This is an optimization exercise on Yosys and OpenROAD, whose aim is small area, a short achievable clock period and few clock cycles, not a production implementation. No run shown here included a check of the RTL's function; only the layout flow was run.

## flow/design.v (module list and top-level ports; edited modules follow where they fit)
// module aoc_day2: 1864 lines
module aoc_day2 (
    input         clock,
    input         reset,
    input  [63:0] data_value,
    input         data_valid,
    output        data_ready,
    output        result_valid,
    output [63:0] result_value
);
  // ...
==> flow/run.sh <==
#!/bin/bash
# synth_recipe.tcl (not shown) runs the flow's synth.tcl, then flattens the netlist and writes it again
# the make line also repeats each setting of config.mk as NAME=value (left out here)
make -C /OpenROAD-flow-scripts/flow DESIGN_CONFIG=/design/flow/config.mk WORK_HOME=/design/flow/orfs CLKGATE_MAP_FILE= SYNTH_SCRIPT=/design/flow/synth_recipe.tcl finish
==> flow/config.mk <==
export PLATFORM = sky130hd
export DESIGN_NAME = aoc_day2
export DESIGN_NICKNAME = aoc_day2
export VERILOG_FILES = /design/flow/design.v
export SDC_FILE = /design/flow/constraint.sdc
export NUM_CORES = 4
export LEC_CHECK = 0
export CAP_MARGIN = 20
export CORE_MARGIN = 2
export CORE_UTILIZATION = 40
export SETUP_SLACK_MARGIN = 1.5
export SLEW_MARGIN = 20
==> flow/constraint.sdc <==
create_clock -name core_clock -period 5.0 [get_ports {clock}]
set_input_delay 1.0000 -clock core_clock [delete_from_list [all_inputs] [get_ports {clock}]]
set_output_delay 1.0000 -clock core_clock [all_outputs]
set_load 0.01 [all_outputs]
==> notes.md, run 1 <==
Synthesized area -> 0.0574 mm²
1st-iter DRT viols -> 3724
Antenna cells -> 2
Post-synth EDFFs -> 0
Critical Path RT -> 5.58 ns
Fill cells -> 13000
Status -> finished with violations
SO Faults -> negative setup slack
Crit path max-delay family -> compound AO/OA/AOI/OAI gates
Number of setup violations in the final report -> 4
Invs w/o clock -> 649
PnR worst setup slack -> -0.874 ns
Multi-input combinational area share -> 60.6%
Buffer share of cell area -> 14.0%
Clock root buffer -> clkbuf_16
Max Clock Skew -> 0.0564 ns
Post-CTS sizing -> 505
Max-area cell class -> multi-input gates
Skew-Pair Late Insertion Delay -> 0.70 ns
Distinct cell type count after synthesis -> 129
Largest family of logic cells by synthesized area -> compound AO/OA/AOI/OAI gates
Post-route cell area -> 0.0762 mm²
Largest net degree at the start of global routing -> 124
==> run 2, diff against run 1 <==
--- a/flow/config.mk
+++ b/flow/config.mk
@@ -5,6 +5,7 @@
 export SDC_FILE = /design/flow/constraint.sdc
 export NUM_CORES = 4
 export LEC_CHECK = 0
+export ABC_AREA = 1
 export CAP_MARGIN = 20
 export CORE_MARGIN = 2
 export CORE_UTILIZATION = 40
==> notes.md, run 2 <==
Hold Crit Endpoint -> c3_bcd[0] (was c3_n[4])
Critical Path RT -> 5.55 ns (was 5.58 ns)
Largest reg by FF count -> total (unchanged)
Antenna cells -> 0 (was 2)
Hold-fix buffers at CTS -> 0 (unchanged)
Buf/Inv on CP -> 6 (was 4)
Unrepaired setup endpoints after global routing -> true (unchanged)
FF-to-FF Start -> y_h[5] (was c3_bcd[9])
Num CTS Buffers -> 73 (was 72)
FMAX -> 235 MHz (was 170 MHz)
Warnings from Yosys -> 1 (unchanged)
Worst path max stage delay -> 0.55 ns (was 0.34 ns)
Slew headroom -> 27.4% (was 40.3%)
Synthesized area per cell -> 6.90 µm² (was 7.90 µm²)
Final GP Congestion -> 0.898 (was 0.909)
Fin Setup TNS -> 0 ns (was -1.11 ns)
Initial antenna violation count -> 1 (was 4)
Commonest non-fill, non-tap cell in the layout -> nand2_1 (was buf_4)
Distinct cell type count after synthesis -> 61 (was 129)
Crit Reg-Reg Endpoint -> q_h[14] (was y_b)
Max Cap Viol -> 0 (unchanged)
Post-synth top flop -> dfxtp_1 (unchanged)
Tmin final -> 4.25 ns (was 5.87 ns)
Final hold violation count -> 0 (unchanged)
Cells after synthesis -> 7373 (was 7260)
Mean routed wirelength per cell -> 13.8 µm (was 17.3 µm)
GRT Residual Overflow -> 0 (unchanged)
Tcrit/Tclk final -> 84.9% (was 117%)
DR pass1 iterations -> 5 (was 8)
CTS tree -> done (unchanged)
Antenna Nets Post-Route -> 0 (unchanged)
Status -> no timing/DRC/antenna violations (was finished with violations)
Via count -> 45400 (was 56200)
Post-synth EDFFs -> 0 (unchanged)
Layout Nets -> 8368 (was 8916)
Synthesized area -> 0.0509 mm² (was 0.0574 mm²)
Cell repeated most along the worst path -> nand2_1 (was buf_6)
Post-route cell area -> 0.0626 mm² (was 0.0762 mm²)
Total GRT Usage -> 19.0% (was 22.8%)
Critical path type -> reg2reg (unchanged)
Core Rows -> 130 (was 138)
Crit path max fanout -> 3 (was 5)
Most frequent cell after synthesis -> nand2_1 (was nor2_1)
Final Max Slew Viols -> 0 (unchanged)
Crit path capture type -> flop (unchanged)
Clock tree buffer depth -> 3 (unchanged)
Min-delay src -> c2_n[6] (was c2_n[4])
Post-synth top area cell -> dfxtp_1 (unchanged)
Critical Path AT -> 4.80 ns (was 6.45 ns)
Number of setup violations in the final report -> 0 (was 4)
Die span in y -> 361 µm (was 383 µm)
Max Clock Skew -> 0.0336 ns (was 0.0564 ns)
DR vias/cell -> 4.85 (was 5.54)
Routed wire length -> 129 mm (was 175 mm)
First-pass GRT wire length -> 208 mm (was 279 mm)
Fill cells -> 12300 (was 13000)
Vias in the first global route -> 43800 (was 54400)
Core Area -> 0.126 mm² (was 0.142 mm²)
Port bufs -> 102 (unchanged)
DRC viols -> 0 (unchanged)
Area contributors post-synth -> dfxtp_1 23%, fa_1 16%, nand2_1 13%, inv_1 10%, nor2_1 6.1% (was dfxtp_1 21%, fa_1 15%, ha_1 5.0%, nor2_1 4.3%, inv_1 4.2%)
Post-synth top cells -> 1773 x nand2_1, 1369 x inv_1, 822 x nor2_1, 594 x dfxtp_1, 537 x nand3_1 (was 658 x nor2_1, 639 x inv_1, 605 x nand2_1, 594 x dfxtp_1, 476 x a21oi_1)
Clock root buffer -> clkbuf_16 (unchanged)
Worst slew pin tran -> 1.09 ns (was 0.886 ns)
Dpl cell area -> 0.0538 mm² (was 0.0671 mm²)
1st-iter DRT viols -> 2210 (was 3724)
R2R setup slack -> 0.75 ns (was -0.87 ns)
Total clock sinks -> 594 (unchanged)
Initial core utilization -> 40.4% (about the same)
I/O Pins -> 133 (unchanged)
Die X -> 361 µm (was 383 µm)
Commonest cells after routing, fill and taps aside -> 1429 x nand2_1, 1279 x inv_1, 692 x nor2_1 (was 1038 x buf_4, 623 x inv_1, 592 x nor2_1)
Max reg flops -> 64 (unchanged)
Die ar. -> 0.130 mm² (was 0.146 mm²)
Crit path max-delay family -> adder cells (was compound AO/OA/AOI/OAI gates)
Fraction of registers with async set/reset -> 0% (unchanged)
Layout cell share with drive strength beyond 1 -> 22.2% (was 28.0%)
DPL Wire Length -> 99.5 mm (was 132 mm)
#FFs+latches synth -> 594 (unchanged)
Worst R2R Path Depth -> 27 (was 32)
Largest net degree at the start of global routing -> 94 (was 124)
HP Class -> reg2reg (unchanged)
CTS H-tree lvls -> 3 (unchanged)
Skew-Pair Late Insertion Delay -> 0.68 ns (was 0.70 ns)
Worst Hold Depth -> 0 (unchanged)
Area Growth Syn to Fin -> 23.1% (was 32.8%)
Critical-path top delay cell -> fa_1 (was o32a_1)
Clk slew on worst S/H paths -> 0.06 ns (about the same)
Register area share after synthesis -> 23.4% (was 20.7%)
Synth top area share -> 23.4% (was 20.7%)
Startpoint types -> flop (unchanged)
Syn Nets -> 8088 (was 7975)
run 2: cell types whose count changed after synthesis, sizes merged, moves of 171 or more:
cell / change
nand3: +391
nor2: +235
nand2: +1316
inv: +772
and2: -171
clkbuf: -255
o21ai: -184
run 2: cell type report:
type / instances / area (µm²) / area share (%)
Inverter: 1416 / 5360 / 8.56
Timing Repair Buffer: 303 / 2620 / 4.18
Sequential cell: 594 / 12000 / 19.2
Clock buffer: 86 / 1970 / 3.14
Multi-Input combinational cell: 5265 / 37900 / 60.6
Clock inverter: 47 / 629 / 1.01
Tap cell: 1650 / 2060 / 3.30
run 2: kinds of logic after synthesis:
group | after synthesis | synth area share, %
simple gates | 3537 | 30.1
flops | 594 | 23.4
xor+xnor | 194 | 3.34
buf+inv | 1514 | 11.2
compound gates | 886 | 9.89
fa+ha+maj | 648 | 22.1
run 2: routing by layer:
metal | share of wire (%) | track usage, %
met4 | 2.5 | 5.64
met1 | 45 | 24.2
met5 | 0 | 0
met3 | 2.9 | 1.87
met2 | 49 | 33.8
run 2: timing repair:
action / 4_1_cts / 5_1_grt
resized for setup: 367 / 1050
setup endpoints to repair: 171 / 215
pin swaps: 96 / 335
buffers inserted: 64 / 114
hold endpoints to repair: 0 / 0
run 2: per-stage QoR:
| stage | cells | setup WS (ns) | hold slack, ns | util, % |
|---|---|---|---|---|
| 2_1_floorplan | 7373 | 1.01 | 0.310 | - |
| 3_3_place_gp | 9050 | 0.654 | 0.310 | 42.7 |
| 3_5_place_dp | 9050 | 0.750 | 0.312 | 42.7 |
| 4_1_cts | 9247 | 0.892 | 0.324 | 46.1 |
| 5_1_grt | 9361 | 0.545 | 0.324 | 49.7 |
| 6_report | 9361 | 0.753 | 0.323 | 49.7 |
run 2: worst max-delay path by stage:
stage / from / endpoint / slack (ns) / cells past startpoint
after floorplan: y_h[5] / q_h[15] / 1.01 / 27
after global placement: y_h[5] / q_h[15] / 0.65 / 27
after detailed placement: y_h[5] / q_h[15] / 0.75 / 27
after CTS: y_h[5] / q_h[15] / 0.89 / 27
after global routing: y_h[5] / q_h[14] / 0.55 / 27
final: y_h[5] / q_h[14] / 0.75 / 27

-- port drivers added, routing unchanged --
The flow's constraints put no driver on any port. The routed layouts listed below were extracted and timed again, unchanged, in two steps. Step 1 (the two cells are an assumption about what drives the block):
set clk [get_ports {clock}]
set_driving_cell -lib_cell sky130_fd_sc_hd__clkbuf_16 $clk
set_driving_cell -lib_cell sky130_fd_sc_hd__buf_2 [delete_from_list [all_inputs] $clk]
Step 2, shift: input delay + t, output delay - t, t = (earliest + latest rising clock arrival at the registers) / 2. This alone moves slack from input paths to output paths. Slacks: ideal / step 1 / step 2; pairs: ideal / step 1.
run	t, ns	setup WS [ns]	worst setup path after step 2	slew at the worst register clock pin (ns)
run 1	0.752	-0.874 / -0.874 / -0.874	register to register	0.07 / 0.07
run 2	0.732	0.753 / 0.753 / 0.753	register to register	0.07 / 0.07
